Background: an optimization exercise with open tools, aiming at small area and a short achievable clock period. Do not read the settings as production practice.
Only simulation tests tie the RTL to the original design; equivalence was not proved.
Power and IR drop assume default switching activity.

==> flow/design.v <==
module QRCODE_FINDER (
input             iCLOCK,
input             iRESET,
input [23:0]      iVID_DATA,
input             iVID_START,
input             iVID_DATA_VALID,
input [10:0]      iADDRESS,
input [31:0]      iWRITE_DATA,
input             iWRITE,
input             iREAD,
output reg [31:0] oREAD_DATA,
output reg [23:0] oVID_DATA,
output            oVID_START,
output            oVID_DATA_VALID
);
localparam pTHRESHOLD = 60;
localparam stNONE  = 2'd0;
localparam stWHITE = 2'd1;
localparam stBLACK = 2'd2;
localparam dsIDLE   = 3'd0;
localparam dsFIRST  = 3'd1;
localparam dsCENTER = 3'd3;
localparam dsTHIRD  = 3'd4;
localparam dsFOURTH = 3'd5;
reg [6:0]  rHCNT;
reg [9:0]  rVCNT;
reg        rDSTART;
reg [2:0]  rVALID_PIPE;
reg [2:0]  rSTART_PIPE;
reg [2:0]  rDSTART_PIPE;
reg [23:0] rDATA0, rDATA1;
reg [6:0]  rHCNT_P0, rHCNT_P1;
reg [9:0]  rLUM;
reg [9:0]  rH0, rH1;
reg [19:0] rLBQ;
reg [11:0] rMAG;
reg        rPOS, rNEG;
reg [1:0]  rSTATE;
reg [9:0]  rPREV_CHANGE;
reg [1:0]  rPREV_STATE;
reg [6:0]  rHSTART;
reg [6:0]  rPREV_HSTART;
reg [6:0]  rPREV_DUR;
reg        rCHANGE;
reg        rFOUND;
reg [2:0]  rDECODE_STATE;
reg [7:0]  rREFBIT_DUR_MAX;
reg [6:0]  rREFBIT_DUR_MIN;
reg [8:0]  rREFBIT_3DUR_MAX;
reg [8:0]  rREFBIT_3DUR_MIN;
reg [6:0]  rPREV_CENT_HSTART;
reg [6:0]  rPREV_CENT_HEND;
reg        rUPDATE, rREFRESH;
reg signed [12:0] rTHRESHOLD;
reg [1:0]  rOUTMODE;
reg [4:0]  rDETECT_ADDR;
reg        rDETECT_WRITE;
reg [4:0]  rEND_ADDR;
assign oVID_START      = rSTART_PIPE[2];
assign oVID_DATA_VALID = rVALID_PIPE[2];
wire [9:0] wLUM      = {2'b0,iVID_DATA[7:0]} + {2'b0,iVID_DATA[15:8]} + {2'b0,iVID_DATA[23:16]};
wire [9:0] wLUM_NORM = rLUM + rLUM[9:2] + rLUM[9:4] + rLUM[9:6] + rLUM[9:8];
wire        wFLAG1   = rDSTART_PIPE[0];
reg  [10:0] rHDIFF;
wire [10:0] wLUM_DIFF = wFLAG1 ? 11'd0 : rHDIFF;
reg  [20*128-1:0] rLINE_BUF;
reg  [7:0]  rCOL_HI, rCOLW_HI;
reg  [15:0] rCOL_LO, rCOLW_LO;
wire [6:0]  wHCNT_NEXT = iRESET ? 7'd0 :
                         !iVID_DATA_VALID ? rHCNT :
                         rDSTART ? 7'd0 : rHCNT + 1'b1;
wire [19:0] wLB_WDATA = {rLBQ[9:0], wLUM_DIFF[10:1]};
integer k;
always @(posedge iCLOCK) begin
  rCOL_HI  <= 8'd1 << wHCNT_NEXT[6:4];
  rCOL_LO  <= 16'd1 << wHCNT_NEXT[3:0];
  rCOLW_HI <= rCOL_HI;
  rCOLW_LO <= rCOL_LO;
  for (k = 1; k < 127; k = k + 1)
    if (rVALID_PIPE[0] && rCOLW_HI[k/16] && rCOLW_LO[k%16])
      rLINE_BUF[k*20 +: 20] <= wLB_WDATA;
  rLBQ <= wLB_RD;
end
reg [19:0] wLB_RD;
reg [19:0] wLB_GRP;
integer g;
always @* begin
  wLB_RD = 20'd0;
  for (g = 0; g < 8; g = g + 1) begin
    wLB_GRP = 20'd0;
    for (k = 16*g; k < 16*g + 16; k = k + 1)
      if (k != 0 && k != 127)
        wLB_GRP = wLB_GRP | ({20{rCOL_LO[k%16]}} & rLINE_BUF[k*20 +: 20]);
    wLB_RD = wLB_RD | ({20{rCOL_HI[g]}} & wLB_GRP);
  end
end
wire [13:0] wD  = {{3{wLUM_DIFF[10]}}, wLUM_DIFF};
wire [13:0] wL1 = {{2{rLBQ[9]}},  rLBQ[9:0],   2'b0};
wire [13:0] wL2 = {{3{rLBQ[19]}}, rLBQ[19:10], 1'b0};
wire [13:0] wS  = wD + wL1 + wL2;
wire [13:0] wSN = 14'd1 - wD - wL1 - wL2;
always @(posedge iCLOCK) begin
  rMAG <= wS[13] ? wSN[12:1] : wS[12:1];
  rPOS <= !wS[13] && (wS[12:1] != 0);
  rNEG <= wS[13];
end
wire wGT_TH = rTHRESHOLD[12] | (rMAG > rTHRESHOLD[11:0]);
wire wRISE  = rPOS && wGT_TH;
wire wFALL  = rNEG && wGT_TH;
wire wPC_LT = {2'b0, rPREV_CHANGE} < rMAG;
wire [6:0] wDUR      = rPREV_DUR;
wire [4:0] wDUR_T1   = {1'b0, wDUR[6:3]} + 5'd1;
wire [5:0] wDUR_T3   = {1'b0, wDUR[6:2]} + {2'b0, wDUR[6:3]} + 6'd3;
wire [8:0] wDUR_X3   = {1'b0, wDUR, 1'b0} + {2'b0, wDUR};
wire [7:0] wDUR_MAX  = {1'b0, wDUR} + {3'b0, wDUR_T1};
wire [6:0] wDUR_MIN  = wDUR - wDUR_T1[4:0];
wire [8:0] w3DUR_MAX = wDUR_X3 + {3'b0, wDUR_T3};
wire [8:0] w3DUR_MIN = wDUR_X3 - {3'b0, wDUR_T3};
wire wIN1 = (rREFBIT_DUR_MAX  >= {1'b0, wDUR}) && (rREFBIT_DUR_MIN  <= wDUR);
wire wIN3 = (rREFBIT_3DUR_MAX >= {2'b0, wDUR}) && (rREFBIT_3DUR_MIN <= {2'b0, wDUR});
reg [24*32-1:0] rRESULTS;
integer j;
always @(posedge iCLOCK) begin
  if (rDETECT_WRITE) begin
    if (rUPDATE)
      rEND_ADDR <= rDETECT_ADDR;
    for (j = 0; j < 32; j = j + 1)
      if (!rUPDATE && rDETECT_ADDR == j)
        rRESULTS[j*24 +: 24] <= {rVCNT, rPREV_CENT_HSTART, rPREV_CENT_HEND};
  end
end
reg [23:0] wRES;
always @* begin
  wRES = 24'd0;
  for (j = 0; j < 32; j = j + 1)
    wRES = wRES | ({24{iADDRESS[4:0] == j}} & rRESULTS[j*24 +: 24]);
end
wire [2:0]  wCTRL = (iADDRESS == 11'd0) ? {rOUTMODE, rUPDATE} : 3'd0;
reg  [2:0]  rCTRL;
always @(posedge iCLOCK) begin
  if (iADDRESS[10])
    oREAD_DATA <= (iADDRESS[4:0] == rEND_ADDR) ? 32'hFFFFFFFF :
                  {2'b0, wRES[23:14], 3'b0, wRES[13:7], 3'b0, wRES[6:0]};
  else
    oREAD_DATA <= iREAD ? {29'b0, wCTRL} : {29'b0, rCTRL};
  if (iREAD)
    rCTRL <= wCTRL;
end
always @(posedge iCLOCK) begin
  if (iRESET) begin
    rTHRESHOLD <= pTHRESHOLD;
    rOUTMODE <= 0;
    rREFRESH <= 0;
  end
  if (iWRITE) begin
    case (iADDRESS)
      0: {rOUTMODE,rREFRESH} <= iWRITE_DATA[2:0];
      1: rTHRESHOLD <= iWRITE_DATA[12:0];
    endcase
  end
  if (rREFRESH & !rUPDATE)
    rREFRESH <= 0;
end
always @(posedge iCLOCK) begin
  rDETECT_WRITE <= 0;
  if (rDETECT_WRITE)
    rDETECT_ADDR <= rDETECT_ADDR + 1'b1;
  rDATA0 <= iVID_DATA;
  rDATA1 <= rDATA0;
  rVALID_PIPE  <= {rVALID_PIPE[1:0], iVID_DATA_VALID};
  rSTART_PIPE  <= {rSTART_PIPE[1:0], iVID_START};
  rDSTART_PIPE <= {rDSTART_PIPE[1:0], rDSTART};
  rHCNT_P0 <= rHCNT;
  rHCNT_P1 <= rHCNT_P0;
  rLUM <= wLUM;
  if (iVID_DATA_VALID) begin
    rDSTART <= iVID_START;
    rHCNT   <= rHCNT + 1'b1;
    if (rHCNT == 7'd127) begin
      rSTATE <= stNONE;
      rVCNT <= rVCNT + 1'b1;
      rDSTART_PIPE[0] <= 1'b1;
    end
    if (rDSTART) begin
      rHCNT <= 0;
      rVCNT <= 0;
      if (rUPDATE && rREFRESH) begin
        rUPDATE <= 0;
        rDETECT_ADDR <= 0;
      end
      if (!rUPDATE) begin
        rUPDATE <= 1;
        rDETECT_WRITE <= 1;
      end
      rSTATE <= stNONE;
    end
  end
  if (rVALID_PIPE[0]) begin
    if (wFLAG1) begin
      rH0 <= wLUM_NORM;
      rH1 <= wLUM_NORM;
      rHDIFF <= 0;
    end else begin
      rH0 <= wLUM_NORM;
      rH1 <= rH0;
      rHDIFF <= {1'b0,rLUM} + {3'b0,rLUM[9:2]} + {5'b0,rLUM[9:4]} +
                {7'b0,rLUM[9:6]} + {9'b0,rLUM[9:8]} - {1'b0,rH1};
    end
  end
  oVID_DATA <= rOUTMODE == 0 ? rDATA1 :
                 rOUTMODE == 1 ? {3{rH0[9:2]}} :
                 rOUTMODE == 2 ? ((rSTATE == stNONE)  ? {3{8'h80}} :
                                  (rSTATE == stBLACK) ? {3{8'h00}} : {3{8'hFF}}) :
                 24'd0;
  if (rVALID_PIPE[1] && rOUTMODE != 0) begin
    if (rFOUND)
      oVID_DATA <= 24'h00FF00;
    else if (wRISE && rSTATE != stWHITE)
      oVID_DATA <= 24'hff0000;
    else if (wFALL && rSTATE != stBLACK)
      oVID_DATA <= 24'h0000ff;
  end
  if (rVALID_PIPE[1]) begin
    rCHANGE <= 0;
    if (wRISE && (rSTATE != stWHITE || wPC_LT)) begin
      rHSTART <= rHCNT_P1;
      rPREV_CHANGE <= rMAG[9:0];
      if (rSTATE != stWHITE) begin
        rSTATE <= stWHITE;
        rPREV_STATE <= rSTATE;
        rPREV_HSTART <= rHSTART;
        rCHANGE <= 1;
        rPREV_DUR <= rHCNT_P0 - rHSTART;
      end
    end
    if (wFALL && (rSTATE != stBLACK || wPC_LT)) begin
      rHSTART <= rHCNT_P1;
      rPREV_CHANGE <= rMAG[9:0];
      if (rSTATE != stBLACK) begin
        rSTATE <= stBLACK;
        rPREV_STATE <= rSTATE;
        rPREV_HSTART <= rHSTART;
        rCHANGE <= 1;
        rPREV_DUR <= rHCNT_P0 - rHSTART;
      end
    end
    if (rDSTART_PIPE[1]) begin
      rPREV_STATE <= stNONE;
      rHSTART <= 0;
      rCHANGE <= 0;
    end
    rFOUND <= 0;
  end
  if (rVALID_PIPE[2]) begin
    if (rDSTART_PIPE[2])
      rDECODE_STATE <= dsIDLE;
    else if (rCHANGE) begin
      case (rDECODE_STATE)
        dsIDLE: begin
          if (rPREV_STATE == stBLACK) begin
            rREFBIT_DUR_MAX  <= wDUR_MAX;
            rREFBIT_DUR_MIN  <= wDUR_MIN;
            rREFBIT_3DUR_MAX <= w3DUR_MAX;
            rREFBIT_3DUR_MIN <= w3DUR_MIN;
            rDECODE_STATE <= dsFIRST;
          end
        end
        dsFIRST: begin
          if (wIN1)
            rDECODE_STATE <= dsCENTER;
          else
            rDECODE_STATE <= dsIDLE;
        end
        dsCENTER: begin
          if (wIN3) begin
            rDECODE_STATE <= dsTHIRD;
            rPREV_CENT_HSTART <= rPREV_HSTART;
          end else begin
            rREFBIT_DUR_MAX  <= wDUR_MAX;
            rREFBIT_DUR_MIN  <= wDUR_MIN;
            rREFBIT_3DUR_MAX <= w3DUR_MAX;
            rREFBIT_3DUR_MIN <= w3DUR_MIN;
            rDECODE_STATE <= dsFIRST;
          end
        end
        dsTHIRD: begin
          if (wIN1) begin
            rDECODE_STATE <= dsFOURTH;
            rPREV_CENT_HEND <= rPREV_HSTART;
          end else
            rDECODE_STATE <= dsIDLE;
        end
        dsFOURTH: begin
          if (wIN1) begin
            rDECODE_STATE <= dsIDLE;
            rFOUND <= 1;
            rDETECT_WRITE <= !rUPDATE;
          end else begin
            rREFBIT_DUR_MAX  <= wDUR_MAX;
            rREFBIT_DUR_MIN  <= wDUR_MIN;
            rREFBIT_3DUR_MAX <= w3DUR_MAX;
            rREFBIT_3DUR_MIN <= w3DUR_MIN;
            rDECODE_STATE <= dsFIRST;
          end
        end
        default: ;
      endcase
    end
  end
  if (iRESET) begin
    rHCNT <= 0;
    rVALID_PIPE <= 0;
    rSTART_PIPE <= 0;
    rDSTART <= 0;
    rH0 <= 0;
    rH1 <= 0;
    rHDIFF <= 0;
    rSTATE <= stNONE;
    rHSTART <= 0;
    rDECODE_STATE <= dsIDLE;
    rUPDATE <= 0;
    rDETECT_ADDR <= 0;
    rDETECT_WRITE <= 0;
  end
end
endmodule
==> flow/run.sh <==
#!/bin/bash
# synth_recipe.tcl (not shown) runs the flow's synth.tcl, then flattens the netlist and writes it again
# the make line also repeats each setting of config.mk as NAME=value (left out here)
make -C /OpenROAD-flow-scripts/flow DESIGN_CONFIG=/design/flow/config.mk WORK_HOME=/design/flow/orfs CLKGATE_MAP_FILE= SYNTH_SCRIPT=/design/flow/synth_recipe.tcl finish
==> flow/config.mk <==
export PLATFORM = sky130hd
export DESIGN_NAME = QRCODE_FINDER
export DESIGN_NICKNAME = QRCODE_FINDER
export VERILOG_FILES = /design/flow/design.v
export SDC_FILE = /design/flow/constraint.sdc
export NUM_CORES = 4
export LEC_CHECK = 0
export CAP_MARGIN = 20
export CORE_MARGIN = 2
export CORE_UTILIZATION = 45
export CTS_CLUSTER_DIAMETER = 100
export CTS_CLUSTER_SIZE = 30
export SETUP_SLACK_MARGIN = 5
export SLEW_MARGIN = 20
==> flow/constraint.sdc <==
create_clock -name core_clock -period 9.0 [get_ports {iCLOCK}]
set_input_delay 1.8000 -clock core_clock [delete_from_list [all_inputs] [get_ports {iCLOCK}]]
set_output_delay 1.8000 -clock core_clock [all_outputs]
set_load 0.01 [all_outputs]
==> results of run 1 <==
-- power by group through the flow --
stage	registers, W	logic, W	clock network, W
floorplan	0.0196	0.00304	0
global placement	0.0196	0.00417	0
detailed placement	0.0196	0.00424	0
CTS	0.0192	0.00434	0.00845
global route	0.0192	0.00496	0.00899
finish	0.0192	0.00445	0.00839
-- registers in the layout (all words and copies together) (netlist names), 9 cells and up --
signal / count
rLINE_BUF: 2520
rPREV_CHANGE: 10
oREAD_DATA: 25
rHDIFF: 10
rDATA0: 24
rH1: 10
oVID_DATA: 24
rMAG: 12
rCOL_LO: 16
rLBQ: 20
rTHRESHOLD: 13
rVCNT: 10
rLUM: 10
rDATA1: 24
rRESULTS: 768
rREFBIT_3DUR_MAX: 9
rH0: 10
rCOLW_LO: 16
-- metrics by stage --
step           area, um2  setup WS (ns)  std cells  hold slack, ns  util (%)
3_3_place_gp      143100          3.938      11700          0.3143     47.65
6_report          148000          4.961      11980          0.3390     49.29
4_1_cts           147600          4.977      11940          0.3384     49.15
5_1_grt           148000          4.962      11960          0.3439     49.27
3_5_place_dp      143100          3.968      11700          0.3136     47.66
2_1_floorplan     136000          4.597       7768          0.3096         -
-- area by class of cell --
| class | instances | area (um2) | share of cell area, % |
|---|---|---|---|
| sequential | 3664 | 107300 | 72.48 |
| tap | 3958 | 4952 | 3.346 |
| inverter | 182 | 706.9 | 0.4777 |
| timing repair buffer | 440 | 3931 | 2.656 |
| multi-input combinational | 3483 | 26760 | 18.08 |
| clock buffer | 218 | 4115 | 2.781 |
| antenna | 20 | 50.05 | 0.03382 |
| clock inverter | 15 | 216.5 | 0.1463 |
-- per-layer routing --
metal | vias to the layer above | GRT usage (%) | wire [um]
li1 | 32090 | - | -
met1 | 41320 | 36.42 | 161700
met2 | 4800 | 43.12 | 198100
met3 | 688 | 4.449 | 45060
met4 | 2 | 8.717 | 15700
met5 | - | 0 | 16
-- cell usage in the layout (no fill, tap or decap), drive strengths merged, types with 12 or more instances in the layout --
cell | Yosys | layout
nor2 | 189 | 189
nand2b | 27 | 27
inv | 181 | 188
clkbuf | 306 | 219
diode | 0 | 20
nand2 | 179 | 179
a21o | 28 | 28
and2 | 29 | 29
clkdlybuf4s50 | 0 | 110
a222oi | 40 | 40
nor2b | 30 | 30
nand4 | 219 | 219
mux2i | 23 | 23
a211oi | 15 | 15
nor3 | 73 | 73
edfxtp | 3378 | 3378
xnor2 | 56 | 56
a221o | 16 | 16
xor2 | 43 | 43
nand3 | 114 | 114
buf | 133 | 329
a31oi | 13 | 13
a22oi | 767 | 767
ha | 172 | 172
o21ai | 123 | 123
a22o | 442 | 442
o31ai | 12 | 12
and3 | 161 | 161
dfxtp | 286 | 286
fa | 61 | 61
nor4 | 13 | 13
a21oi | 89 | 89
a221oi | 443 | 443
-- worst max path at each step --
stage,end,slack (ns),cells past startpoint
finish,rLBQ[11],4.96,8
global route,rHDIFF[10],4.96,14
CTS,rPOS,4.98,14
detailed placement,oREAD_DATA[2],3.97,9
global placement,oREAD_DATA[2],3.94,9
floorplan,rPOS,4.60,14
-- repair_timing --
item | CTS | global route
resized for setup | 10 | 16
gates cloned | 0 | 0
pin swaps | 0 | 2
buffers inserted | 8 | 13
hold buffers | 0 | 0
endpoints found under the setup margin | 22 | 40
-- critical path: stages (launching register included) --
cell	delay [ns]
dfxtp_4	0.46
buf_4	0.42
buf_12	0.34
a22o_1	0.30
a221oi_1	0.26
nand4_1	0.26
a22o_1	0.46
a221oi_2	0.79
nand4_1	0.36
-- logic make-up after synthesis --
| family | after synthesis | share of synthesized area (%) |
|---|---|---|
| AOI/OAI and AO/OA | 2049 | 11.90 |
| xor gates and xnor gates | 99 | 0.6378 |
| adders and majority gates | 233 | 2.481 |
| buffers and inverters | 621 | 1.774 |
| DFF | 3664 | 78.83 |
| muxes | 30 | 0.2273 |
| and+or+nand+nor | 1072 | 4.154 |
==> run summary, run 1 <==
max cap viols - 0
CTS Root Cell - clkbuf_16
clock power share - 26.2%
R2R cell count - 8
initial antenna violation count - 22
RSZ-0062 raised after global routing - true
Remaining DRCs - 0
Final Cycle Share - 44.87%
highest clock rate - 0.2476 GHz
die width - 553.6 um
hold_sp - rDATA0[5]
Tot GR Track Use - 26.52%
syn avg cell area - 17.50 um2
Comb power frac - 13.9%
outcome - timing/DRC/antenna clean
Post-synth EDFFs - 3,378
post-route ant nets - 0
die area - 0.3065 mm2
total gr overflow - 0
Clk Latency, worst-skew pair - 0.91 ns
Hold Path Sink - rDATA1[5]
CP Launch Type - flip-flop
Seq pwr share - 59.9%
final setup vio count - 0
dominant cells by area after synthesis - edfxtp_1 (75%), a22oi_1 (4.2%), dfxtp_1 (4.2%)
max-slew violation count - 0
Critical R2R Capture - rLBQ[11]
CP endpoint kind - flip-flop
final clock skew - 0.07011 ns
crit-path max FO - 61
routability cong. - 0.8274
first-pass GRT wire length - 577.8 mm
largest net degree at the start of global routing - 114
port buffer count - 111
number of unique standard cell types used by synthesis - 77
relative slew slack - 19.85%
cell leakage power - 47.06 nW
H-tree Lvls - 4
HP Class - reg -> reg
initial DRC count - 12,440
area delta synth->final - 8.871%
Fin. Hold Viols - 0
Synth Register Bits - 3,664
Synth area leader - edfxtp_1
Commonest cells post-synth - edfxtp_1 (3,378), a22oi_1 (767), a221oi_1 (443), a22o_1 (442), clkbuf_1 (306)
top-count cell post-synth - edfxtp_1
peak supply drop - 233.8 uV
measured slew at the worst slew-check pin - 1.190 ns
WL per Instance - 35.11 um
die height - 553.6 um
number of global-route vias before repair - 75,010
YS warnings - 1
Tot Pwr - 0.03206 W
Max Buffers Root-to-Sink - 4
power per cell area - 216.6 mW/mm2
Num Clock Sinks - 3,664
r2r setup slk - 4.96 ns
Seq/Total Area, Yosys - 78.83%
Worst-path clk slew - 0.11 ns
Arrival @ worst endpoint - 4.68 ns
Syn Nets - 8,074
ratio of cells with drive above 1 in the final layout - 8.435%
Starting Density - 45.27%
via count - 78,910
final critical-path required period - 4.039 ns
Net Switching - 0.008028 W
area of the core - 0.3003 mm2
CTS tree - yes
top-area cell type share of the netlist area - 74.62%
Vias/cell - 6.586
WP data required - 9.64 ns
HPWL after detailed placement - 224.9 mm
ys async rst share - 0%
critical path class - reg -> reg
crit path launch - rCOL_LO[1]
sw frac - 25.04%
CTS Buf Count - 152
Ports - 131
# rows - 201
Routed WL - 420.6 mm
hold depth - 0
mapped cell area - 0.1359 mm2
Top FF cell, synth - edfxtp_1
DRT Pass-1 Iters - 8
post-synthesis cell count - 7,768
fin nets - 8,229
Setup TNS - 0 ns
Pint - 0.02403 W
r2r startpoint - rCOL_LO[1]
Filler Cell Count - 24,560
==> run 2, diff against run 1 <==
==> flow/flow/run.sh (new file) <==
#!/bin/bash
set -euo pipefail
MARGIN=$(cat flow/setup_margin)
sed "s|\"\${@:-finish}\"|SETUP_SLACK_MARGIN=${MARGIN} \"\${@:-finish}\"|" standard.sh > own_standard.sh
grep -q "SETUP_SLACK_MARGIN=${MARGIN}" own_standard.sh
bash own_standard.sh > make_finish.log 2>&1
==> flow/flow/setup_margin (new file) <==
5.5
==> flow/standard.sh (new file) <==
#!/bin/bash
# synth_recipe.tcl (not shown) runs the flow's synth.tcl, then flattens the netlist and writes it again
# the make line also repeats each setting of config.mk as NAME=value (left out here)
make -C /OpenROAD-flow-scripts/flow DESIGN_CONFIG=/design/flow/config.mk WORK_HOME=/design/flow/orfs CLKGATE_MAP_FILE= SYNTH_SCRIPT=/design/flow/synth_recipe.tcl "${@:-finish}"
--- a/flow/config.mk
+++ b/flow/config.mk
@@ -10,5 +10,4 @@
 export CORE_UTILIZATION = 45
 export CTS_CLUSTER_DIAMETER = 100
-export CTS_CLUSTER_SIZE = 30
-export SETUP_SLACK_MARGIN = 5
+export CTS_CLUSTER_SIZE = 24
 export SLEW_MARGIN = 20
removed: flow/run.sh
==> run 2 against run 1 <==
Against the previous run: setup slack gained 0.37 ns; clock skew grew 0.018 ns; largest power group unchanged; cell count rose by 1.0%; design area is 1.2% higher; register-to-register slack better by 0.37 ns; maximum frequency is 10% higher.
==> run summary, run 2 <==
outcome - timing/DRC/antenna clean
cell leakage power - 48.01 nW (+2.0%)
number of unique standard cell types used by synthesis - 77 (unchanged)
family with the most delay on the worst path - adder cells
Ports - 131 (unchanged)
relative slew slack - 19.72% (-0.13 points)
Synth area leader - edfxtp_1
top-area cell type share of the netlist area - 74.62% (unchanged)
max reg flops - 2,520 (unchanged)
initial antenna violation count - 25 (+14%)
H-tree Lvls - 4 (unchanged)
CTS Root Cell - clkbuf_16
post-route ant nets - 0 (unchanged)
YS warnings - 1 (unchanged)
max cap viols - 0 (unchanged)
die width - 553.6 um (unchanged)
setup ws final - 5.333 ns (+0.3713 ns)
DRT Pass-1 Iters - 8 (unchanged)
crit-path max FO - 3 (-95%)
Arrival @ worst endpoint - 4.43 ns (-0.25 ns)
r2r setup slk - 5.33 ns (+0.37 ns)
port buffer count - 111 (unchanged)
Critical R2R Capture - rH1[8]
mapped cell area - 0.1359 mm2 (unchanged)
ys async rst share - 0% (unchanged)
HPWL after detailed placement - 216.7 mm (-3.6%)
initial DRC count - 12,020 (-3.3%)
Filler Cell Count - 24,440 (-0.49%)
Clk Latency, worst-skew pair - 0.92 ns (about the same)
Vias/cell - 6.544 (-0.64%)
most frequent cells in the layout - edfxtp_1 (3,378), a22oi_1 (766), a22o_1 (442)
Worst Path Buf+Inv - 3 (+1)
area of the core - 0.3003 mm2 (unchanged)
post-synthesis cell count - 7,768 (unchanged)
number of global-route vias before repair - 75,400 (+0.51%)
final critical-path required period - 3.667 ns (-0.3713 ns)
WP data required - 9.77 ns (+0.13 ns)
largest net degree at the start of global routing - 127 (+11%)
Final Cycle Share - 40.75% (-4.1 points)
GRT met2 Usage - 43.03% (-0.091 points)
Fin. Hold Viols - 0 (unchanged)
global route hottest layer - met2
largest registers - rLINE_BUF x2520, rRESULTS x768, oREAD_DATA x25
# rows - 201 (unchanged)
HP Class - reg -> reg
power per cell area - 223.6 mW/mm2 (+3.2%)
first-pass GRT wire length - 582.8 mm (+0.86%)
measured slew at the worst slew-check pin - 1.204 ns (+0.01451 ns)
area of the multi-input gates - 0.02718 mm2 (+1.6%)
Post-synth EDFFs - 3,378 (unchanged)
CP Launch Type - flip-flop
Top FF cell, synth - edfxtp_1
Most flops, register - rLINE_BUF
met1 usage - 36.91% (+0.49 points)
max incr delay on CP - 0.51 ns (-0.28 ns)
hold_sp - rDATA0[21]
Commonest cells post-synth - edfxtp_1 (3,378), a22oi_1 (767), a221oi_1 (443), a22o_1 (442), clkbuf_1 (306)
fin nets - 8,319 (+1.1%)
CTS tree - yes
Tot GR Track Use - 26.73% (+0.22 points)
hold depth - 0 (unchanged)
Worst-path clk slew - 0.10 ns (about the same)
syn avg cell area - 17.50 um2 (unchanged)
r2r startpoint - rLUM[2]
post-cts hold buffer count - 0 (unchanged)
dominant cells by area after synthesis - edfxtp_1 (75%), a22oi_1 (4.2%), dfxtp_1 (4.2%)
Routed WL - 422.3 mm (+0.40%)
max-slew violation count - 0 (unchanged)
Seq/Total Area, Yosys - 78.83% (unchanged)
final clock skew - 0.08804 ns (+0.01793 ns)
total gr overflow - 0 (unchanged)
Setup TNS - 0 ns (unchanged)
peak supply drop - 291.2 uV (+25%)
most common cell after layout, fill and taps aside - edfxtp_1
global-route track usage on met3 - 4.764% (+0.32 points)
die height - 553.6 um (unchanged)
Starting Density - 45.27% (unchanged)
worst-path cell chain - buf_6 > fa_1 > inv_1 > fa_1 > inv_1 > fa_2 > fa_2 > a21o_1 > a21oi_2 > o21ai_2 > o41ai_2 > xnor2_1 > mux2i_1 > a211oi_1
highest clock rate - 0.2727 GHz (+10%)
FF+latch area - 0.1073 mm2 (about the same)
ratio of cells with drive above 1 in the final layout - 10.42% (+2.0 points)
CTS Buf Count - 181 (+19%)
via count - 79,210 (+0.38%)
RSZ-0062 raised after global routing - true
Syn Nets - 8,074 (unchanged)
Synth Register Bits - 3,664 (unchanged)
CP endpoint kind - flip-flop
R2R cell count - 14 (+6)
top-count cell post-synth - edfxtp_1
slowest CP cell - fa_1
WL per Instance - 34.89 um (-0.62%)
Remaining DRCs - 0 (unchanged)
routability cong. - 0.8139 (-1.6%)
area delta synth->final - 10.22%
pre-CTS setup slack - 4.028 ns (+0.05996 ns)
Max Buffers Root-to-Sink - 4 (unchanged)
Num Clock Sinks - 3,664 (unchanged)
die area - 0.3065 mm2 (unchanged)
critical path class - reg -> reg
Hold Path Sink - rDATA1[21]
final setup vio count - 0 (unchanged)
[run 2: worst max-delay path by stage]
| stage | from | endpoint | slack, ns | cells past startpoint |
|---|---|---|---|---|
| detailed placement | iADDRESS[1] | oREAD_DATA[5] | 4.03 | 8 |
| floorplan | rDSTART_PIPE[0] | rPOS | 4.65 | 14 |
| finish | rLUM[2] | rH1[8] | 5.33 | 14 |
| global route | rLUM[2] | rH0[8] | 5.17 | 15 |
| CTS | rLUM[2] | rH1[8] | 5.38 | 14 |
| global placement | iADDRESS[1] | oREAD_DATA[5] | 4.10 | 8 |
[run 2: cells by family (layout without fill, tap and decap cells)]
| logic type | Yosys count | in the layout | share of synthesized area, % |
|---|---|---|---|
| flops | 3664 | 3664 | 78.83 |
| compound gates | 2049 | 2049 | 11.90 |
| simple gates | 1072 | 1072 | 4.154 |
| buf+inv | 621 | 981 | 1.774 |
| fa+ha+maj | 233 | 233 | 2.481 |
| xor+xnor | 99 | 99 | 0.6378 |
| mux | 30 | 30 | 0.2273 |
| other cells | 0 | 17 | 0 |
[run 2: timing repair]
| item | CTS | global route |
|---|---|---|
| cloned | 3 | 0 |
| setup endpoints to repair | 145 | 36 |
| resized for setup | 176 | 53 |
| setup buffers | 55 | 32 |
| pin swaps | 26 | 30 |
[run 2: through the flow]
stage	hold WS [ns]	area, um2	utilization [%]	power [W]	std cells
after global routing	0.3386	149800	49.89	0.03465	12090
after CTS	0.3308	149200	49.69	0.03312	12050
after detailed placement	0.3121	143100	47.65	0.02393	11690
final	0.3303	149800	49.90	0.03350	12100
after global placement	0.3130	143100	47.65	0.02386	11690
after floorplan	0.3096	136100	-	0.02265	7768
[run 2: routing by layer]
metal | wire length, um | part of all wire (%) | up-vias
met1 | 163200 | 39 | 41220
met4 | 16300 | 3.9 | 10
li1 | - | - | 32320
met2 | 197000 | 47 | 4867
met5 | 69 | 0.016 | -
met3 | 45770 | 11 | 790
[run 2: final cells by class]
type                            count  area share, %
Antenna cell                       17        0.02839
Clock buffer                      286          3.328
Clock inverter                     12         0.1027
Inverter                          182         0.4810
Multi-Input combinational cell   3483          18.14
Sequential cell                  3664          71.62
Tap cell                         3958          3.305
Timing Repair Buffer              501          2.989
[run 2: power breakdown]
part | switching (W) | total, W | internal [W]
sequential | 0.000223 | 0.0192 | 0.0190
clock | 0.00522 | 0.00911 | 0.00389
combinational | 0.00301 | 0.00517 | 0.00217
==> run 3, diff against run 2 <==
--- a/flow/config.mk
+++ b/flow/config.mk
@@ -8,5 +8,5 @@
 export CAP_MARGIN = 20
 export CORE_MARGIN = 2
-export CORE_UTILIZATION = 45
+export CORE_UTILIZATION = 55
 export CTS_CLUSTER_DIAMETER = 100
 export CTS_CLUSTER_SIZE = 24
==> run 3 against run 2 <==
Against the previous run: still clean on timing, DRC and antenna; sequential cell count unchanged; utilization up 11 points; combinational power down 3%; maximum frequency up 2.7%; register-to-register slack better by 0.09 ns; worst hold slack better by 0.0030 ns; highest routed layer unchanged.
==> run summary, run 3 <==
Synth Register Bits - 3,664 (unchanged)
Max Buffers Root-to-Sink - 3 (-1)
ratio of cells with drive above 1 in the final layout - 10.39% (-0.033 points)
die width - 501.2 um (-9.5%)
max reg flops - 2,520 (unchanged)
Vias/cell - 6.926 (+5.8%)
power per cell area - 222.9 mW/mm2 (-0.31%)
Commonest cells post-synth - edfxtp_1 (3,378), a22oi_1 (767), a221oi_1 (443), a22o_1 (442), clkbuf_1 (306)
Setup TNS - 0 ns (unchanged)
initial antenna violation count - 10 (-60%)
area delta synth->final - 9.647%
via count - 78,840 (-0.46%)
Top FF cell, synth - edfxtp_1
highest clock rate - 0.2799 GHz (+2.7%)
Worst-path clk slew - 0.10 ns (about the same)
peak supply drop - 224.0 uV (-23%)
CP endpoint kind - flip-flop
HPWL after detailed placement - 219.0 mm (+1.0%)
worst-path cell chain - buf_4 > buf_4 > a221oi_1 > nand3_1 > o21ai_0 > nand4_1
Hold Path Sink - rDATA1[14]
r2r setup slk - 5.43 ns (+0.09 ns)
Num Clock Sinks - 3,664 (unchanged)
critical path class - reg -> reg
Critical R2R Capture - rLBQ[16]
r2r startpoint - rCOL_LO[3]
routability cong. - 0.8230 (+1.1%)
post-synthesis cell count - 7,768 (unchanged)
largest net degree at the start of global routing - 100 (-21%)
cell leakage power - 48.06 nW (+0.10%)
outcome - timing/DRC/antenna clean
Final Cycle Share - 39.69% (-1.1 points)
RSZ-0062 raised after global routing - true
area of the core - 0.2459 mm2 (-18%)
Filler Cell Count - 18,080 (-26%)
hold depth - 0 (unchanged)
HP Class - reg -> reg
number of global-route vias before repair - 74,630 (-1.0%)
max cap viols - 0 (unchanged)
most used cell, CP - buf_4
WP data required - 9.56 ns (-0.21 ns)
ys async rst share - 0% (unchanged)
post-route ant nets - 0 (unchanged)
Routed WL - 418.6 mm (-0.88%)
most frequent cells in the layout - edfxtp_1 (3,378), a22oi_1 (762), a22o_1 (441)
# rows - 182 (-9.5%)
hold_sp - rDATA0[14]
max-slew violation count - 0 (unchanged)
Seq/Total Area, Yosys - 78.83% (unchanged)
YS warnings - 1 (unchanged)
Worst Path Buf+Inv - 2 (-1)
Syn Nets - 8,074 (unchanged)
Ports - 131 (unchanged)
final critical-path required period - 3.572 ns (-0.09499 ns)
slowest CP cell - o21ai_0
crit-path max FO - 35 (+32)
R2R cell count - 6 (-8)
family with the most delay on the worst path - compound AO/OA/AOI/OAI gates
dominant cells by area after synthesis - edfxtp_1 (75%), a22oi_1 (4.2%), dfxtp_1 (4.2%)
initial DRC count - 12,300 (+2.3%)
Clk Latency, worst-skew pair - 0.87 ns (-0.05 ns)
die area - 0.2512 mm2 (-18%)
final clock skew - 0.03563 ns (-0.05241 ns)
Synth area leader - edfxtp_1
first-pass GRT wire length - 577.7 mm (-0.89%)
max incr delay on CP - 0.89 ns (+0.38 ns)
CTS Buf Count - 172 (-5.0%)
WL per Instance - 36.77 um (+5.4%)
CTS Root Cell - clkbuf_16
top-area cell type share of the netlist area - 74.62% (unchanged)
final std cells w/o fill - 11,380 (-5.9%)
Post-synth EDFFs - 3,378 (unchanged)
Starting Density - 55.27% (+10 points)
DRT Pass-1 Iters - 7 (-1)
die height - 501.2 um (-9.5%)
Placed Cells - 10,970 (-6.2%)
relative slew slack - 23.63% (+3.9 points)
largest registers - rLINE_BUF x2520, rRESULTS x768, oREAD_DATA x25
Most flops, register - rLINE_BUF
Remaining DRCs - 0 (unchanged)
number of unique standard cell types used by synthesis - 77 (unchanged)
Fin. Hold Viols - 0 (unchanged)
top-count cell post-synth - edfxtp_1
total gr overflow - 0 (unchanged)
port buffer count - 111 (unchanged)
mapped cell area - 0.1359 mm2 (unchanged)
post-cts hold buffer count - 0 (unchanged)
syn avg cell area - 17.50 um2 (unchanged)
fin nets - 8,318 (-0.012%)
Tot GR Track Use - 32.77% (+6.0 points)
H-tree Lvls - 4 (unchanged)
CP Launch Type - flip-flop
CTS tree - yes
measured slew at the worst slew-check pin - 1.146 ns (-0.05856 ns)
most common cell after layout, fill and taps aside - edfxtp_1
final setup vio count - 0 (unchanged)
Arrival @ worst endpoint - 4.13 ns (-0.30 ns)
## run 3: where the power goes
group	leakage [nW]	switching, W	internal, W	total, W
sequential	32.8	0.000218	0.0190	0.0192
clock	2.45	0.00521	0.00380	0.00901
combinational	12.8	0.00291	0.00210	0.00501
## run 3: timing repair
action,CTS,global route
pin swaps,28,20
cloned,3,1
setup endpoints to repair,121,69
endpoints found under the hold margin,0,0
resized for setup,188,53
setup buffers,55,28
## run 3: per-stage QoR
stage / instance area, um2 / total power [W] / utilization, % / setup WS, ns / hold slack [ns]
after floorplan: 136100 / 0.02265 / - / 4.648 / 0.3096
after global placement: 142300 / 0.02384 / 57.84 / 3.840 / 0.3105
after detailed placement: 142300 / 0.02392 / 57.85 / 3.803 / 0.3121
after CTS: 148500 / 0.03315 / 60.39 / 5.460 / 0.3335
after global routing: 149000 / 0.03445 / 60.60 / 5.352 / 0.3394
final: 149100 / 0.03322 / 60.61 / 5.428 / 0.3333
## run 3: layer usage
metal  global-route usage [%]  part of all wire [%]  vias up
met3                    4.754                   9.9      717
li1                         -                     -    32320
met2                    53.22                    48     4709
met5                        0                0.0055        -
met1                    45.75                    38    41090
met4                    11.34                   4.1        4
## run 3: area by class of cell
| type | count | area, um2 | area share (%) |
|---|---|---|---|
| clock inverter | 17 | 235.2 | 0.1578 |
| timing repair buffer | 508 | 4571 | 3.066 |
| tap | 3220 | 4029 | 2.703 |
| antenna | 9 | 22.52 | 0.01511 |
| multi-input combinational | 3484 | 27240 | 18.27 |
| clock buffer | 299 | 4918 | 3.300 |
| inverter | 182 | 734.5 | 0.4927 |
| sequential | 3664 | 107300 | 71.99 |
## run 3: cells by family (layout without fill, tap and decap cells)
group | count (synthesis) | after routing | share of synthesized area (%)
other cells | 0 | 9 | 0
buf+inv | 621 | 1006 | 1.774
xor+xnor | 99 | 99 | 0.6378
mux | 30 | 30 | 0.2273
compound gates | 2049 | 2049 | 11.90
simple gates | 1072 | 1073 | 4.154
flops | 3664 | 3664 | 78.83
fa+ha+maj | 233 | 233 | 2.481
## run 3: worst max path at each step
stage,start,to,cells after the start
2_1_floorplan,rDSTART_PIPE[0],rPOS,14
3_3_place_gp,iADDRESS[3],oREAD_DATA[1],8
3_5_place_dp,iADDRESS[3],oREAD_DATA[1],8
4_1_cts,rLUM[3],rHDIFF[8],14
5_1_grt,rLUM[0],rH1[8],13
6_report,rCOL_LO[3],rLBQ[16],6
## run 3: worst reg2reg max path: stages (launching register included)
cell and delay [ns]:
dfxtp_4 0.48, buf_4 0.43, buf_4 0.51, a221oi_1 0.38, nand3_1 0.09, o21ai_0 0.89, nand4_1 0.51
==> run 4, diff against run 3 <==
--- a/flow/config.mk
+++ b/flow/config.mk
@@ -8,5 +8,5 @@
 export CAP_MARGIN = 20
 export CORE_MARGIN = 2
-export CORE_UTILIZATION = 55
+export CORE_UTILIZATION = 65
 export CTS_CLUSTER_DIAMETER = 100
 export CTS_CLUSTER_SIZE = 24
==> run 4 against run 3 <==
Against the previous run: sequential share of layout area increased by 0.45 points; area after synthesis unchanged; global-route usage increased by 5.1 points; via count increased by 0.89%; first-iteration DRC count increased by 9.8%; utilization increased by 11 points; design area decreased by 0.62%; still clean; non-clock buffer count decreased by 10; setup slack got worse by 0.0067 ns.
==> run summary, run 4 <==
final std cells w/o fill - 10,930 (-4.0%)
sw frac - 25.20% (+0.11 points)
die area - 0.2128 mm2 (-15%)
max cap viols - 0 (unchanged)
CTS Buf Count - 171 (-0.58%)
WL per Instance - 37.05 um (+0.76%)
Synth Register Bits - 3,664 (unchanged)
Fin. Hold Viols - 0 (unchanged)
fin nets - 8,308 (-0.12%)
Comb power frac - 15.6% (+0.5 points)
measured slew at the worst slew-check pin - 1.282 ns (+0.1361 ns)
Placed Cells - 10,530 (-4.0%)
die height - 461.3 um (-7.9%)
YS warnings - 1 (unchanged)
Net Switching - 0.008384 W (+0.57%)
# rows - 167 (-8.2%)
r2r startpoint - rCOL_LO[2]
HPWL after detailed placement - 212.9 mm (-2.8%)
Post-synth EDFFs - 3,378 (unchanged)
Synth area leader - edfxtp_1
Tot GR Track Use - 37.86% (+5.1 points)
first-pass GRT wire length - 561.2 mm (-2.8%)
HP Class - reg -> reg
Final Cycle Share - 39.77% (+0.075 points)
final setup vio count - 0 (unchanged)
largest net degree at the start of global routing - 100 (unchanged)
H-tree Lvls - 4 (unchanged)
number of unique standard cell types used by synthesis - 77 (unchanged)
via count - 79,540 (+0.89%)
Seq pwr share - 57.8% (about the same)
Routed WL - 405.0 mm (-3.2%)
top-count cell post-synth - edfxtp_1
Commonest cells post-synth - edfxtp_1 (3,378), a22oi_1 (767), a221oi_1 (443), a22o_1 (442), clkbuf_1 (306)
post-synthesis cell count - 7,768 (unchanged)
Filler Cell Count - 13,160 (-27%)
routability cong. - 0.8358 (+1.6%)
r2r setup slk - 5.42 ns (about the same)
final clock skew - 0.04275 ns (+0.007116 ns)
WP data required - 9.62 ns (+0.06 ns)
final critical-path required period - 3.579 ns (+0.006710 ns)
die width - 461.3 um (-7.9%)
dominant cells by area after synthesis - edfxtp_1 (75%), a22oi_1 (4.2%), dfxtp_1 (4.2%)
cell leakage power - 47.90 nW (-0.34%)
mapped cell area - 0.1359 mm2 (unchanged)
Num Clock Sinks - 3,664 (unchanged)
RSZ-0062 raised after global routing - true
Remaining DRCs - 0 (unchanged)
Worst-path clk slew - 0.10 ns (about the same)
relative slew slack - 14.55% (-9.1 points)
hold depth - 0 (unchanged)
R2R cell count - 7 (+1)
crit-path max FO - 29 (-17%)
CTS Root Cell - clkbuf_16
Vias/cell - 7.276 (+5.1%)
Top FF cell, synth - edfxtp_1
clock power share - 26.6% (-0.5 points)
largest registers - rLINE_BUF x2520, rRESULTS x768, oREAD_DATA x25
syn avg cell area - 17.50 um2 (unchanged)
max reg flops - 2,520 (unchanged)
critical path class - reg -> reg
Setup TNS - 0 ns (unchanged)
Ports - 131 (unchanged)
crit path launch - rCOL_LO[2]
initial DRC count - 13,500 (+9.8%)
CP Capture Point - rLBQ[18]
Syn Nets - 8,074 (unchanged)
area delta synth->final - 8.962%
total gr overflow - 0 (unchanged)
Clk Latency, worst-skew pair - 0.89 ns (+0.02 ns)
CP Launch Type - flip-flop
Pint - 0.02488 W (about the same)
Arrival @ worst endpoint - 4.20 ns (+0.07 ns)
post-route ant nets - 0 (unchanged)
Seq/Total Area, Yosys - 78.83% (unchanged)
ratio of cells with drive above 1 in the final layout - 10.27% (-0.11 points)
top-area cell type share of the netlist area - 74.62% (unchanged)
most frequent cells in the layout - edfxtp_1 (3,378), a22oi_1 (765), a22o_1 (440)
Max Buffers Root-to-Sink - 3 (unchanged)
number of global-route vias before repair - 74,760 (+0.17%)
Starting Density - 65.52% (+10 points)
DRT Pass-1 Iters - 11 (+4)
most common cell after layout, fill and taps aside - edfxtp_1
CP endpoint kind - flip-flop
CTS tree - yes
highest clock rate - 0.2794 GHz (-0.19%)
area of the core - 0.2075 mm2 (-16%)
ys async rst share - 0% (unchanged)
power per cell area - 224.6 mW/mm2 (+0.76%)
initial antenna violation count - 12 (+2)
max-slew violation count - 0 (unchanged)
Most flops, register - rLINE_BUF
outcome - timing/DRC/antenna clean
Critical R2R Capture - rLBQ[18]
peak supply drop - 334.0 uV (+49%)
port buffer count - 111 (unchanged)
[run 4: cell counts after synthesis]
Identical to the previous run, type by type.
[run 4: area by class of cell]
| type | count | area, um2 | area share (%) |
|---|---|---|---|
| diodes | 7 | 17.52 | 0.01183 |
| inverters | 182 | 726.9 | 0.4908 |
| multi-input cells | 3485 | 27210 | 18.37 |
| clock buffers | 291 | 4772 | 3.222 |
| well taps | 2788 | 3488 | 2.355 |
| clock inverters | 17 | 235.2 | 0.1588 |
| repair buffers | 498 | 4369 | 2.950 |
| flip-flops and latches | 3664 | 107300 | 72.45 |
[run 4: worst min path at each step]
stage,startpoint,slack [ns],end
after floorplan,rDATA0[0],0.31,rDATA1[0]
after global placement,rDATA0[16],0.31,rDATA1[16]
after detailed placement,rDATA0[11],0.31,rDATA1[11]
after CTS,rDATA0[7],0.32,rDATA1[7]
after global routing,rDATA0[10],0.34,rDATA1[10]
final,rDATA0[7],0.33,rDATA1[7]
[run 4: kinds of logic (layout without fill, tap and decap cells)]
logic type / Yosys count / after routing / synth area share [%]
muxes: 30 / 30 / 0.2273
xor gates and xnor gates: 99 / 99 / 0.6378
buffers and inverters: 621 / 988 / 1.774
adders and majority gates: 233 / 233 / 2.481
other: 0 / 7 / 0
and+or+nand+nor: 1072 / 1074 / 4.154
AOI/OAI and AO/OA: 2049 / 2049 / 11.90
DFF: 3664 / 3664 / 78.83
[run 4: critical path, stage by stage, from the launching register on]
cell	delay (ns)
dfxtp_4	0.51
buf_4	0.36
buf_4	0.39
a22oi_1	0.22
and3_1	0.24
nand4_1	0.18
a22oi_1	0.88
nand4_1	0.47
[run 4: repair_timing]
item	4_1_cts	5_1_grt
gates cloned	3	0
pin swaps	30	37
setup buffers	48	33
resized for setup	171	57
hold buffers	0	0
setup endpoints to repair	118	82
[run 4: power by group through the flow]
| stage | Sequential (W) | Combinational, W | Clock [W] |
|---|---|---|---|
| floorplan | 0.0196 | 0.00308 | 0 |
| global placement | 0.0196 | 0.00418 | 0 |
| detailed placement | 0.0196 | 0.00427 | 0 |
| CTS | 0.0192 | 0.00484 | 0.00887 |
| global route | 0.0192 | 0.00569 | 0.00943 |
| finish | 0.0192 | 0.00517 | 0.00886 |
[run 4: layer usage]
layer  part of all wire, %  global-route usage (%)  routed length (um)  vias to the layer above
li1                      -                       -                   -                    32320
met1                    36                   53.05              145300                    40490
met2                    47                   59.33              188600                     5899
met3                    13                   7.102               51040                      828
met4                   5.0                   15.68               20080                       10
met5                 0.018                       0                  72                        -
[run 4: per-stage QoR]
stage,cell area (um2),total power [W],util (%),hold slack (ns),setup slack [ns]
2_1_floorplan,136100,0.02265,-,0.3096,4.648
3_3_place_gp,141700,0.02381,68.28,0.3109,4.012
3_5_place_dp,141700,0.02391,68.28,0.3121,3.994
4_1_cts,147600,0.03294,71.13,0.3221,5.432
5_1_grt,148100,0.03437,71.38,0.3371,5.262
6_report,148100,0.03327,71.39,0.3264,5.421
==> run 5, diff against run 4 <==
--- a/flow/design.v
+++ b/flow/design.v
@@ -65,6 +65,8 @@
 wire [10:0] wLUM_DIFF = wFLAG1 ? 11'd0 : rHDIFF;
 reg  [20*128-1:0] rLINE_BUF;
-reg  [7:0]  rCOL_HI, rCOLW_HI;
-reg  [15:0] rCOL_LO, rCOLW_LO;
+reg  [3:0]  rCOL_HI;
+reg  [31:0] rCOL_LO;
+reg  [7:0]  rCOLW_HI;
+reg  [15:0] rCOLW_LO;
 wire [6:0]  wHCNT_NEXT = iRESET ? 7'd0 :
                          !iVID_DATA_VALID ? rHCNT :
@@ -73,8 +75,8 @@
 integer k;
 always @(posedge iCLOCK) begin
-  rCOL_HI  <= 8'd1 << wHCNT_NEXT[6:4];
-  rCOL_LO  <= 16'd1 << wHCNT_NEXT[3:0];
-  rCOLW_HI <= rCOL_HI;
-  rCOLW_LO <= rCOL_LO;
+  rCOL_HI  <= 4'd1 << wHCNT_NEXT[5:4];
+  rCOL_LO  <= 32'd1 << {wHCNT_NEXT[6], wHCNT_NEXT[3:0]};
+  rCOLW_HI <= 8'd1 << rHCNT[6:4];
+  rCOLW_LO <= 16'd1 << rHCNT[3:0];
   for (k = 1; k < 127; k = k + 1)
     if (rVALID_PIPE[0] && rCOLW_HI[k/16] && rCOLW_LO[k%16])
@@ -91,6 +93,6 @@
     for (k = 16*g; k < 16*g + 16; k = k + 1)
       if (k != 0 && k != 127)
-        wLB_GRP = wLB_GRP | ({20{rCOL_LO[k%16]}} & rLINE_BUF[k*20 +: 20]);
-    wLB_RD = wLB_RD | ({20{rCOL_HI[g]}} & wLB_GRP);
+        wLB_GRP = wLB_GRP | ({20{rCOL_LO[(k/64)*16 + k%16]}} & rLINE_BUF[k*20 +: 20]);
+    wLB_RD = wLB_RD | ({20{rCOL_HI[g%4]}} & wLB_GRP);
   end
 end
--- a/flow/config.mk
+++ b/flow/config.mk
@@ -8,5 +8,5 @@
 export CAP_MARGIN = 20
 export CORE_MARGIN = 2
-export CORE_UTILIZATION = 65
+export CORE_UTILIZATION = 45
 export CTS_CLUSTER_DIAMETER = 100
 export CTS_CLUSTER_SIZE = 24
==> run 5 against run 4 <==
Against the previous run: non-clock buffer count is 41 higher; routed wire length increased by 14%; sequential share of layout area decreased by 0.95 points; largest power group unchanged; largest cell class unchanged.
==> run summary, run 5 <==
final setup vio count - 0 (unchanged)
Post-synth EDFFs - 3,378 (unchanged)
YS warnings - 1 (unchanged)
r2r startpoint - rLUM[2]
H-tree Lvls - 4 (unchanged)
number of unique standard cell types used by synthesis - 79 (+2.6%)
outcome - timing/DRC/antenna clean
Seq/Total Area, Yosys - 78.90% (about the same)
r2r setup slk - 5.36 ns (-0.06 ns)
top-count cell post-synth - edfxtp_1
area of the core - 0.3005 mm2 (+45%)
largest net degree at the start of global routing - 127 (+27%)
routability cong. - 0.8249 (-1.3%)
hold depth - 0 (unchanged)
Fin. Hold Viols - 0 (unchanged)
RSZ-0062 raised after global routing - true
fin nets - 8,374 (+0.79%)
crit-path max FO - 2 (-93%)
post-route ant nets - 0 (unchanged)
CTS tree - yes
dominant cells by area after synthesis - edfxtp_1 (75%), a22oi_1 (4.6%), dfxtp_1 (4.4%)
highest clock rate - 0.2745 GHz (-1.8%)
mapped cell area - 0.1361 mm2 (+0.14%)
Syn Nets - 8,094 (+0.25%)
Num Clock Sinks - 3,676 (+0.33%)
relative slew slack - 15.40% (+0.85 points)
final clock skew - 0.07456 ns (+0.03181 ns)
area of the multi-input gates - 0.02739 mm2 (+0.67%)
most frequent cells in the layout - edfxtp_1 (3,378), a22oi_1 (835), a22o_1 (380)
total gr overflow - 0 (unchanged)
first-pass GRT wire length - 622.3 mm (+11%)
Remaining DRCs - 0 (unchanged)
largest registers - rLINE_BUF x2520, rRESULTS x768, rCOL_LO x32
Setup TNS - 0 ns (unchanged)
Hold Path Sink - rDATA1[23]
fin area - 0.1505 mm2 (+1.6%)
peak supply drop - 288.8 uV (-14%)
ys async rst share - 0% (unchanged)
Tot GR Track Use - 29.11% (-8.7 points)
power per cell area - 224.6 mW/mm2 (about the same)
final std cells w/o fill - 12,130 (+11%)
die height - 554 um (+20%)
ratio of cells with drive above 1 in the final layout - 11.16% (+0.89 points)
Arrival @ worst endpoint - 4.40 ns (+0.20 ns)
# rows - 201 (+20%)
CP Launch Type - flip-flop
CTS Buf Count - 181 (+5.8%)
DRT Pass-1 Iters - 9 (-2)
via count - 82,670 (+3.9%)
Starting Density - 45.29% (-20 points)
Tot Pwr - 0.03381 W (+1.6%)
initial antenna violation count - 14 (+2)
most common cell after layout, fill and taps aside - edfxtp_1
post-cts hold buffer count - 0 (unchanged)
max reg flops - 2,520 (unchanged)
Synth area leader - edfxtp_1
area delta synth->final - 10.58%
top-area cell type share of the netlist area - 74.52% (-0.10 points)
HPWL after detailed placement - 236.3 mm (+11%)
Ports - 131 (unchanged)
post-synthesis cell count - 7,783 (+0.19%)
WL per Instance - 38.23 um (+3.2%)
R2R cell count - 14 (+7)
Top FF cell, synth - edfxtp_1
Worst-path clk slew - 0.10 ns (about the same)
FF+latch area - 0.1076 mm2 (+0.29%)
max cap viols - 0 (unchanged)
Clk Latency, worst-skew pair - 0.92 ns (+0.03 ns)
cell leakage power - 49.09 nW (+2.5%)
HP Class - reg -> reg
die area - 0.3069 mm2 (+44%)
WP data required - 9.75 ns (+0.13 ns)
Max Buffers Root-to-Sink - 4 (+1)
Synth Register Bits - 3,676 (+0.33%)
critical path class - reg -> reg
CTS Root Cell - clkbuf_16
Routed WL - 463.5 mm (+14%)
final core utilization - 50.09% (-21 points)
Vias/cell - 6.818 (-6.3%)
final critical-path required period - 3.643 ns (+0.06426 ns)
Placed Cells - 11,730 (+11%)
measured slew at the worst slew-check pin - 1.256 ns (-0.02599 ns)
initial DRC count - 14,780 (+9.5%)
number of global-route vias before repair - 77,030 (+3.0%)
Filler Cell Count - 24,310 (+85%)
CP endpoint kind - flip-flop
port buffer count - 111 (unchanged)
syn avg cell area - 17.49 um2 (about the same)
Critical R2R Capture - rH1[8]
max-slew violation count - 0 (unchanged)
hold_sp - rDATA0[23]
Commonest cells post-synth - edfxtp_1 (3,378), a22oi_1 (835), a22o_1 (380), a221oi_1 (373), clkbuf_1 (345)
Placed Area - 0.1437 mm2 (+1.4%)
Final Cycle Share - 40.48% (+0.71 points)
Most flops, register - rLINE_BUF
die width - 554 um (+20%)
run 5: logic make-up after synthesis:
logic type               synth area share, %
AND/OR/NAND/NOR                        4.170
AO/OA/AOI/OAI                          11.73
XOR/XNOR                              0.6305
multiplexers                          0.2555
adder cells (fa/ha/maj)                2.524
buffers and inverters                  1.791
flip-flops                             78.90
run 5: power by group:
group          internal, W  switching, W
Sequential          0.0191      0.000260
Combinational      0.00220       0.00310
Clock              0.00386       0.00526
Total               0.0252       0.00861
run 5: metrics by stage:
step                      hold WS [ns]  worst slack (ns)
after floorplan                 0.3096             4.803
after global placement          0.3112             3.841
after detailed placement        0.3121             3.698
after CTS                       0.3202             5.337
after global routing            0.3387             5.226
final                           0.3204             5.357
run 5: final cells by class:
| cell class | instances | share of cell area (%) |
|---|---|---|
| repair buffers | 539 | 3.170 |
| diodes | 6 | 0.009974 |
| clock inverters | 14 | 0.1081 |
| well taps | 3958 | 3.290 |
| inverters | 179 | 0.4680 |
| flip-flops and latches | 3676 | 71.49 |
| clock buffers | 268 | 3.268 |
| multi-input cells | 3486 | 18.19 |
run 5: worst max-delay path by stage:
stage / start / endpoint / slack (ns) / cells after the start
floorplan: rDSTART_PIPE[0] / rMAG[11] / 4.80 / 16
global placement: iADDRESS[4] / oREAD_DATA[28] / 3.84 / 8
detailed placement: iADDRESS[4] / oREAD_DATA[28] / 3.70 / 8
CTS: rLUM[2] / rH1[8] / 5.34 / 14
global route: rLUM[2] / rH1[8] / 5.23 / 14
finish: rLUM[2] / rH1[8] / 5.36 / 14
run 5: per-layer routing:
metal	share of wire (%)	GRT usage, %
met1	37	40.20
met2	45	45.30
met5	0.013	0
met3	13	6.463
met4	4.5	10.79
run 5: critical path, stage by stage (launching register included):
cell,delay [ns]
dfxtp_4,0.35
buf_6,0.11
fa_1,0.49
inv_1,0.05
fa_1,0.50
inv_2,0.04
fa_2,0.36
fa_2,0.37
a21o_1,0.19
a21oi_2,0.18
o21ai_2,0.10
o41ai_2,0.28
xnor2_1,0.15
mux2i_1,0.24
a211oi_2,0.10
run 5: what timing repair did:
| action | in CTS | in global routing |
|---|---|---|
| pin swaps | 21 | 46 |
| gates cloned | 4 | 6 |
| gates resized for setup | 182 | 73 |
| setup buffers | 29 | 61 |
| endpoints found under the setup margin | 161 | 92 |
==> run 6, diff against run 5 <==
--- a/flow/config.mk
+++ b/flow/config.mk
@@ -8,5 +8,5 @@
 export CAP_MARGIN = 20
 export CORE_MARGIN = 2
-export CORE_UTILIZATION = 45
+export CORE_UTILIZATION = 60
 export CTS_CLUSTER_DIAMETER = 100
 export CTS_CLUSTER_SIZE = 24
==> run 6 against run 5 <==
Against the previous run: still clean; sequential power hardly changed; combinational power is 0.9% higher; via count is 1.2% lower; critical endpoint is now rLBQ[1].
==> run summary, run 6 <==
outcome - timing/DRC/antenna clean
final std cells w/o fill - 11,110 (-8.4%)
post-route ant nets - 0 (unchanged)
Worst-path clk slew - 0.10 ns (about the same)
ys async rst share - 0% (unchanged)
WL per Instance - 40.85 um (+6.9%)
highest clock rate - 0.2703 GHz (-1.5%)
Vias/cell - 7.354 (+7.9%)
die area - 0.2307 mm2 (-25%)
Critical R2R Capture - rLBQ[1]
top-count cell post-synth - edfxtp_1
post-cts hold buffer count - 0 (unchanged)
power per cell area - 227.0 mW/mm2 (+1.1%)
HP Class - reg -> reg
CP Launch Type - flip-flop
DRT Pass-1 Iters - 6 (-3)
CTS tree - yes
hold slack - 0.3347 ns (+0.01432 ns)
pre-CTS setup slack - 4.141 ns (+0.4433 ns)
Seq/Total Area, Yosys - 78.90% (unchanged)
Starting Density - 60.47% (+15 points)
Post-synth EDFFs - 3,378 (unchanged)
Synth area leader - edfxtp_1
mapped cell area - 0.1361 mm2 (unchanged)
Setup TNS - 0 ns (unchanged)
measured slew at the worst slew-check pin - 1.216 ns (-0.03999 ns)
Placed Cells - 10,740 (-8.4%)
Top FF cell, synth - edfxtp_1
ratio of cells with drive above 1 in the final layout - 10.35% (-0.81 points)
CP endpoint kind - flip-flop
max-slew violation count - 0 (unchanged)
multiplexer area fraction after synthesis - 0.2555% (unchanged)
final critical-path required period - 3.699 ns (+0.05621 ns)
syn avg cell area - 17.49 um2 (unchanged)
cell leakage power - 48.74 nW (-0.72%)
Filler Cell Count - 15,520 (-36%)
Fin. Hold Viols - 0 (unchanged)
Commonest cells post-synth - edfxtp_1 (3,378), a22oi_1 (835), a22o_1 (380), a221oi_1 (373), clkbuf_1 (345)
most common cell after layout, fill and taps aside - edfxtp_1
dominant cells by area after synthesis - edfxtp_1 (75%), a22oi_1 (4.6%), dfxtp_1 (4.4%)
max reg flops - 2,520 (unchanged)
peak supply drop - 331.4 uV (+15%)
Synth Area in Compound Gates - 11.73% (unchanged)
crit-path max FO - 41 (+39)
Final Cycle Share - 41.11% (+0.62 points)
relative slew slack - 18.06% (+2.7 points)
most frequent cells in the layout - edfxtp_1 (3,378), a22oi_1 (835), a22o_1 (380)
Arrival @ worst endpoint - 4.39 ns (about the same)
Synth Register Bits - 3,676 (unchanged)
YS warnings - 1 (unchanged)
Most flops, register - rLINE_BUF
H-tree Lvls - 4 (unchanged)
routability cong. - 0.8429 (+2.2%)
post-synthesis cell count - 7,783 (unchanged)
clock power share - 26.6% (-0.4 points)
Routed WL - 453.7 mm (-2.1%)
Hold Path Sink - rDATA1[7]
largest registers - rLINE_BUF x2520, rRESULTS x768, rCOL_LO x32
initial antenna violation count - 19 (+5)
number of global-route vias before repair - 75,710 (-1.7%)
r2r startpoint - rCOL_LO[9]
post-synthesis xor/xnor area fraction - 0.6305% (unchanged)
final clock skew - 0.04968 ns (-0.02487 ns)
CTS Buf Count - 173 (-4.4%)
first-pass GRT wire length - 610.2 mm (-2.0%)
hold depth - 0 (unchanged)
hold_sp - rDATA0[7]
total gr overflow - 0 (unchanged)
Synth Area in Simple Gates - 4.170% (unchanged)
RSZ-0062 raised after global routing - true
R2R cell count - 7 (-7)
# rows - 174 (-13%)
final setup vio count - 0 (unchanged)
critical path class - reg -> reg
Syn Nets - 8,094 (unchanged)
Tot Pwr - 0.03372 W (-0.27%)
WP data required - 9.69 ns (-0.06 ns)
setup ws final - 5.301 ns (-0.05621 ns)
HPWL after detailed placement - 227.4 mm (-3.8%)
die height - 480.3 um (-13%)
Net Switching - 0.008591 W (-0.28%)
FF+latch area - 0.1076 mm2 (about the same)
Clk Latency, worst-skew pair - 0.89 ns (-0.03 ns)
port buffer count - 111 (unchanged)
area delta synth->final - 9.120%
CTS Root Cell - clkbuf_16
largest net degree at the start of global routing - 126 (-0.79%)
area of the core - 0.2251 mm2 (-25%)
r2r setup slk - 5.30 ns (-0.06 ns)
main combinational cell family by area after synthesis - compound AO/OA/AOI/OAI gates
Pint - 0.02512 W (-0.27%)
Seq pwr share - 57.5% (+0.2 points)
Num Clock Sinks - 3,676 (unchanged)
fin nets - 8,310 (-0.76%)
max cap viols - 0 (unchanged)
Ports - 131 (unchanged)
Comb power frac - 15.9% (+0.2 points)
Remaining DRCs - 0 (unchanged)
Max Buffers Root-to-Sink - 3 (-1)
die width - 480.3 um (-13%)
top-area cell type share of the netlist area - 74.52% (unchanged)
area of the multi-input gates - 0.02726 mm2 (-0.48%)
number of unique standard cell types used by synthesis - 79 (unchanged)
initial DRC count - 13,960 (-5.6%)
Tot GR Track Use - 38.59% (+9.5 points)
adder-cell share of the synthesized area - 2.524% (unchanged)
sw frac - 25.48% (about the same)
via count - 81,670 (-1.2%)
==> run 6: cell types whose count changed in the layout (fill, tap and decap cells not counted), moves of 7 or more <==
cell       previous run  this run
clkbuf_16           188       178
clkbuf_1             84        91
nor2_2                6        28
nor2_4               59        39
o21ai_1              20        27
buf_4               373       334
o21ai_2               6        16
o21ai_0              91        74
buf_6                21        13
==> run 6: logic make-up (layout without fill, tap and decap cells) <==
family / Yosys count / after routing
xor gates and xnor gates: 98 / 98
buffers and inverters: 623 / 949
other: 0 / 5
adders and majority gates: 238 / 238
and+or+nand+nor: 1079 / 1079
AOI/OAI and AO/OA: 2035 / 2035
muxes: 34 / 34
DFF: 3676 / 3676
==> run 6: how the worst max path moves through the flow <==
stage               slack [ns]              to  cells past startpoint       startpoint
finish                    5.30         rLBQ[1]                      7       rCOL_LO[9]
floorplan                 4.80        rMAG[11]                     16  rDSTART_PIPE[0]
CTS                       5.32        rMAG[11]                     16  rDSTART_PIPE[0]
global route              5.27          rH1[8]                     13          rLUM[0]
detailed placement        4.14  oREAD_DATA[23]                      8      iADDRESS[4]
global placement          4.01   oREAD_DATA[1]                      9      iADDRESS[4]
==> run 6: power groups by stage <==
stage | sequential [W] | clock (W) | combinational, W
2_1_floorplan | 0.0197 | 0 | 0.00323
3_3_place_gp | 0.0198 | 0 | 0.00431
3_5_place_dp | 0.0198 | 0 | 0.00441
4_1_cts | 0.0194 | 0.00898 | 0.00476
5_1_grt | 0.0194 | 0.00955 | 0.00590
6_report | 0.0194 | 0.00898 | 0.00535
==> run 6: stage by stage <==
step / util (%) / area (um2)
final: 65.99 / 148500
after global routing: 65.98 / 148500
after CTS: 65.69 / 147900
after detailed placement: 63.23 / 142300
after global placement: 63.20 / 142300
after floorplan: - / 136300
==> run 6: final cells by class <==
class	instances	share of cell area, %
Sequential cell	3676	72.44
Multi-Input combinational cell	3484	18.35
Clock buffer	267	3.195
Timing Repair Buffer	485	2.845
Tap cell	2992	2.520
Inverter	179	0.4734
Clock inverter	18	0.1685
Antenna cell	5	0.008423
==> run 6: layer usage <==
layer	up-vias	GRT usage [%]	part of all wire (%)
met3	1161	8.039	13
li1	32260	-	-
met2	6158	61.15	47
met1	42070	52.55	36
met4	16	16.32	5.2
met5	-	0	0.023
==> run 6: timing repair <==
action	in CTS	in global routing
cloned	0	2
setup buffers	34	32
hold endpoints to repair	0	0
pin swaps	14	35
gates resized for setup	143	59
setup endpoints to repair	165	101
==> run 6: worst max-delay path, cell delays in order (launching register included) <==
cell and delay (ns):
dfxtp_4 0.47, buf_4 0.42, buf_4 0.54, a22o_1 0.36, a221oi_1 0.22, nand3_1 0.19, o41ai_2 1.06, nand4_1 0.17

## what the ideal ports hide
Ports are ideal in the flow. The routed layouts listed here were re-timed in OpenROAD.
Step 1 assumes that a clkbuf_16 drives the clock port and a buf_2 every other input.
Step 2, shift: input delay + t, output delay - t, t = (earliest + latest rising clock arrival at the registers) / 2. This alone moves slack from input paths to output paths.
a / b / c = ideal / step 1 / step 2; a / b = the first two.
| run | shift t [ns] | slack for setup (ns) | worst register clock-pin slew, ns |
|---|---|---|---|
| run 1 | 0.973 | 4.961 / 4.961 / 4.094 | 0.12 / 0.12 |
| run 2 | 0.968 | 5.333 / 5.333 / 4.723 | 0.10 / 0.10 |
| run 3 | 0.941 | 5.428 / 5.428 / 4.719 | 0.10 / 0.10 |
| run 4 | 0.962 | 5.421 / 5.421 / 4.628 | 0.10 / 0.10 |
| run 5 | 0.992 | 5.357 / 5.357 / 4.568 | 0.11 / 0.11 |
| run 6 | 0.954 | 5.301 / 5.301 / 4.657 | 0.10 / 0.10 |
After both steps setup and hold are still met in every run listed. For run 1, which loses most, drivers alone change the setup slack by 0.000 ns; drivers and shift together by -0.867 ns.
